What follows belongs to an exercise in optimizing a design on an open flow for small area, a short achievable clock period and few clock cycles per item; a production flow would make more cautious choices.

Setup of cedar:
==> flow/design.v <==
`timescale 1ns / 1ps
module convert_to_10 (
    input wire clk,
    input wire rst,
    input wire start,
    input wire [399:0] binary,
    output reg [3:0] decimal,
    output reg valid,
    output reg done
);
    localparam integer W  = 16;                
    localparam integer NB = (392 + W - 1) / W;  
    localparam integer WT = 392 - (NB - 1) * W;  
    reg  [391:0] v;                  
    reg  [2*NB-1:0] p;               
    reg  [3:0] jreg, jreg2;          
    reg        ereg, ereg2;          
    reg        run;
    reg  [7:0] cnt;
    wire [395:0] a = {1'b0, v, 3'b000};
    wire [395:0] b = {3'b000, v, 1'b0};
    wire [391:0] v_nx;
    wire [2*NB-1:0] p_nx;
    wire [3:0]   j_nx;
    genvar gi, gj, gk;
    generate
        for (gi = 0; gi < NB; gi = gi + 1) begin : blk
            localparam integer LO = gi * W;
            localparam integer N  = (gi < NB - 1) ? W : WT + 4;    
            wire [1:0]   pp = (gi == 0) ? 2'b00 : p[2*gi +: 2];
            wire [N-1:0] ab = a[LO +: N];
            wire [N-1:0] bb = b[LO +: N];
            wire [N-1:0] qb = {{(N-5){1'b0}}, pp[1], pp[0], pp[1], pp[0], 1'b0};
            wire [N:0]   x  = {1'b0, ab ^ bb ^ qb};
            wire [N:0]   y  = {(ab & bb) | (ab & qb) | (bb & qb), 1'b0};
            wire [N:0]   G [0:5];
            wire [N:0]   P [0:5];
            assign G[0] = x & y;
            assign P[0] = x ^ y;
            for (gj = 0; gj < 5; gj = gj + 1) begin : lv
                for (gk = 0; gk <= N; gk = gk + 1) begin : el
                    if ((gk >> gj) & 1) begin : c
                        localparam integer J = ((gk >> gj) << gj) - 1;
                        assign G[gj+1][gk] = G[gj][gk] | (P[gj][gk] & G[gj][J]);
                        assign P[gj+1][gk] = P[gj][gk] & P[gj][J];
                    end else begin : n
                        assign G[gj+1][gk] = G[gj][gk];
                        assign P[gj+1][gk] = P[gj][gk];
                    end
                end
            end
            wire [N+1:0] s = {G[5][N], P[0] ^ {G[5][N-1:0], 1'b0}};
            if (gi < NB - 1) begin : mid
                assign v_nx[LO +: W] = s[W-1:0];
                assign p_nx[2*(gi+1) +: 2] = s[W+1:W];
            end else begin : top
                assign v_nx[391:LO] = s[WT-1:0];
                assign j_nx = s[WT+3:WT];
            end
        end
    endgenerate
    assign p_nx[1:0] = 2'b00;
    wire [NB-1:0] g0, pr0;
    generate
        for (gi = 0; gi < NB; gi = gi + 1) begin : gp
            localparam integer LO = gi * W;
            localparam integer HI = (gi < NB - 1) ? LO + W - 1 : 391;
            wire hi1 = &v[HI:LO+2];
            wire v1 = v[LO + 1];
            wire v0 = v[LO];
            wire p1 = (gi == 0) ? 1'b0 : p[2*gi + 1];
            wire p0 = (gi == 0) ? 1'b0 : p[2*gi];
            assign g0[gi]  = hi1 & v1 & (p1 | (p0 & v0));
            assign pr0[gi] = hi1 & ((~p1 & ~p0 & v1 & v0) | (p0 & v1 & ~v0) | (p1 & ~v1 & v0));
        end
    endgenerate
    localparam integer LV = (NB > 32) ? 6 : (NB > 16) ? 5 : (NB > 8) ? 4 : 3;   
    wire [NB-1:0] gl [0:LV];
    wire [NB-1:0] pl [0:LV];
    assign gl[0] = g0;
    assign pl[0] = pr0;
    genvar gl_i, gl_l;
    generate
        for (gl_l = 0; gl_l < LV; gl_l = gl_l + 1) begin : lv
            for (gl_i = 0; gl_i < NB; gl_i = gl_i + 1) begin : el
                if ((gl_i % (2 << gl_l)) == 0 && gl_i + (1 << gl_l) < NB) begin : cmb
                    assign gl[gl_l+1][gl_i] = gl[gl_l][gl_i + (1 << gl_l)] |
                                              (pl[gl_l][gl_i + (1 << gl_l)] & gl[gl_l][gl_i]);
                    assign pl[gl_l+1][gl_i] = pl[gl_l][gl_i + (1 << gl_l)] & pl[gl_l][gl_i];
                end else begin : pass
                    assign gl[gl_l+1][gl_i] = gl[gl_l][gl_i];
                    assign pl[gl_l+1][gl_i] = pl[gl_l][gl_i];
                end
            end
        end
    endgenerate
    wire e = gl[LV][0];
    wire [3:0] digit = jreg2 + {3'b000, ereg} + {1'b0, ereg2, ereg2, 1'b0};
    always @(posedge clk) begin
        if (run) begin
            v <= v_nx;
            p <= p_nx;
        end else begin
            v <= binary[391:0];
            p <= 0;
        end
        jreg  <= j_nx;
        jreg2 <= jreg;
        ereg  <= e;
        ereg2 <= ereg;
        decimal <= run ? digit : binary[395:392];
    end
    always @(posedge clk) begin
        if (rst) begin
            run   <= 1'b0;
            cnt   <= 8'd0;
            valid <= 1'b0;
            done  <= 1'b0;
        end else begin
            valid <= start | (run & (cnt >= 8'd3));
            done  <= run & (cnt == 8'd151);
            if (run) begin
                cnt <= cnt + 8'd1;
                if (cnt == 8'd151) run <= 1'b0;
            end else if (start) begin
                run <= 1'b1;
                cnt <= 8'd1;
            end
        end
    end
endmodule
Settings: LEC_CHECK=0, CAP_MARGIN=20, CORE_MARGIN=2, CORE_UTILIZATION=55, CTS_BUF_LIST=sky130_fd_sc_hd__clkbuf_4 sky130_fd_sc_hd__clkbuf_8, PLACE_DENSITY=0.7, SLEW_MARGIN=20; clock period 10.0 ns.
standard.sh (not shown) runs the stock make flow with config.mk's settings and CLKGATE_MAP_FILE= SYNTH_SCRIPT=/design/flow/synth_recipe.tcl, a recipe that flattens the netlist after the stock synthesis.
==> flow/flow/run.sh <==
#!/bin/bash
# Standard layout, repair_timing aiming at 6.5 ns of setup slack, with the port buffers made of the smallest buffer cell.
set -euo pipefail
export BUFFER_PORTS_ARGS="-buffer_cell sky130_fd_sc_hd__buf_1"
export SETUP_SLACK_MARGIN=6.5
bash standard.sh > standard_flow.log 2>&1
cedar went all the way through the flow, and no timing, DRC or antenna check failed.
Here is what was changed in the inputs of lagoon compared with cedar.
- CTS_BUF_LIST no longer set, was sky130_fd_sc_hd__clkbuf_4 sky130_fd_sc_hd__clkbuf_8
- CORE_UTILIZATION now 40, was 55
- PLACE_DENSITY no longer set, was 0.7
==> flow/flow/run.sh <==
#!/bin/bash
# Standard layout, repair_timing aiming at 7.5 ns of setup slack, with the port buffers made of the smallest buffer cell.
set -euo pipefail
export BUFFER_PORTS_ARGS="-buffer_cell sky130_fd_sc_hd__buf_1"
export SETUP_SLACK_MARGIN=7.5
bash standard.sh > standard_flow.log 2>&1
==> summary.txt <==
The starting density of the core of lagoon is lower than that of cedar. Taking cedar as the reference, in lagoon logic depth of the worst register-to-register path saw a decrease; cell count saw an increase.
For delta, these inputs were changed with respect to lagoon:
==> flow/flow/run.sh <==
#!/bin/bash
# Standard layout, with the port buffers made of the smallest buffer cell.
set -euo pipefail
export BUFFER_PORTS_ARGS="-buffer_cell sky130_fd_sc_hd__buf_1"
bash standard.sh > standard_flow.log 2>&1
[summary]
[compare] base=lagoon new=delta: hold slack higher; global-route usage shows a reduction of 1.7 points. Per the comparison of delta with lagoon, setup slack went down, number of DRC violations after detailed-routing iteration 0 fell by 0.62%, wire length of the first global-routing pass has decreased, signal arrival time at the worst endpoint increased by 2.95 ns relative to the old numbers.
No functional check of the RTL was part of any run of this note.

[separate check: timing with driven ports]
In the flow no input, the clock included, has a driving cell. The finished layouts below were timed again as built, in two steps.
Step 1 (the two cells are an assumption about what drives the block):
set clk [get_ports {clk}]
set_driving_cell -lib_cell sky130_fd_sc_hd__clkbuf_16 $clk
set_driving_cell -lib_cell sky130_fd_sc_hd__buf_2 [delete_from_list [all_inputs] $clk]
Step 2 also shifts input and output timing later by t, the mid clock arrival at the registers, as if the neighbouring blocks saw the same clock.
Three values: ideal ports, drivers, drivers and shift; two values: the first two.
run | shift t [ns] | setup slack, ns | worst setup path after step 2 | slew at the worst register clock pin (ns) | worst slew at a driven data input, ns
cedar | 0.746 | 6.602 / 6.602 / 6.602 | register to register | 0.07 / 0.07 | 0.15
lagoon | 0.727 | 6.897 / 6.828 / 6.923 | register to register | 0.07 / 0.07 | 0.12
delta | 0.708 | 6.481 / 6.481 / 6.481 | register to register | 0.06 / 0.06 | 0.17
After both steps every run listed still meets setup and hold.
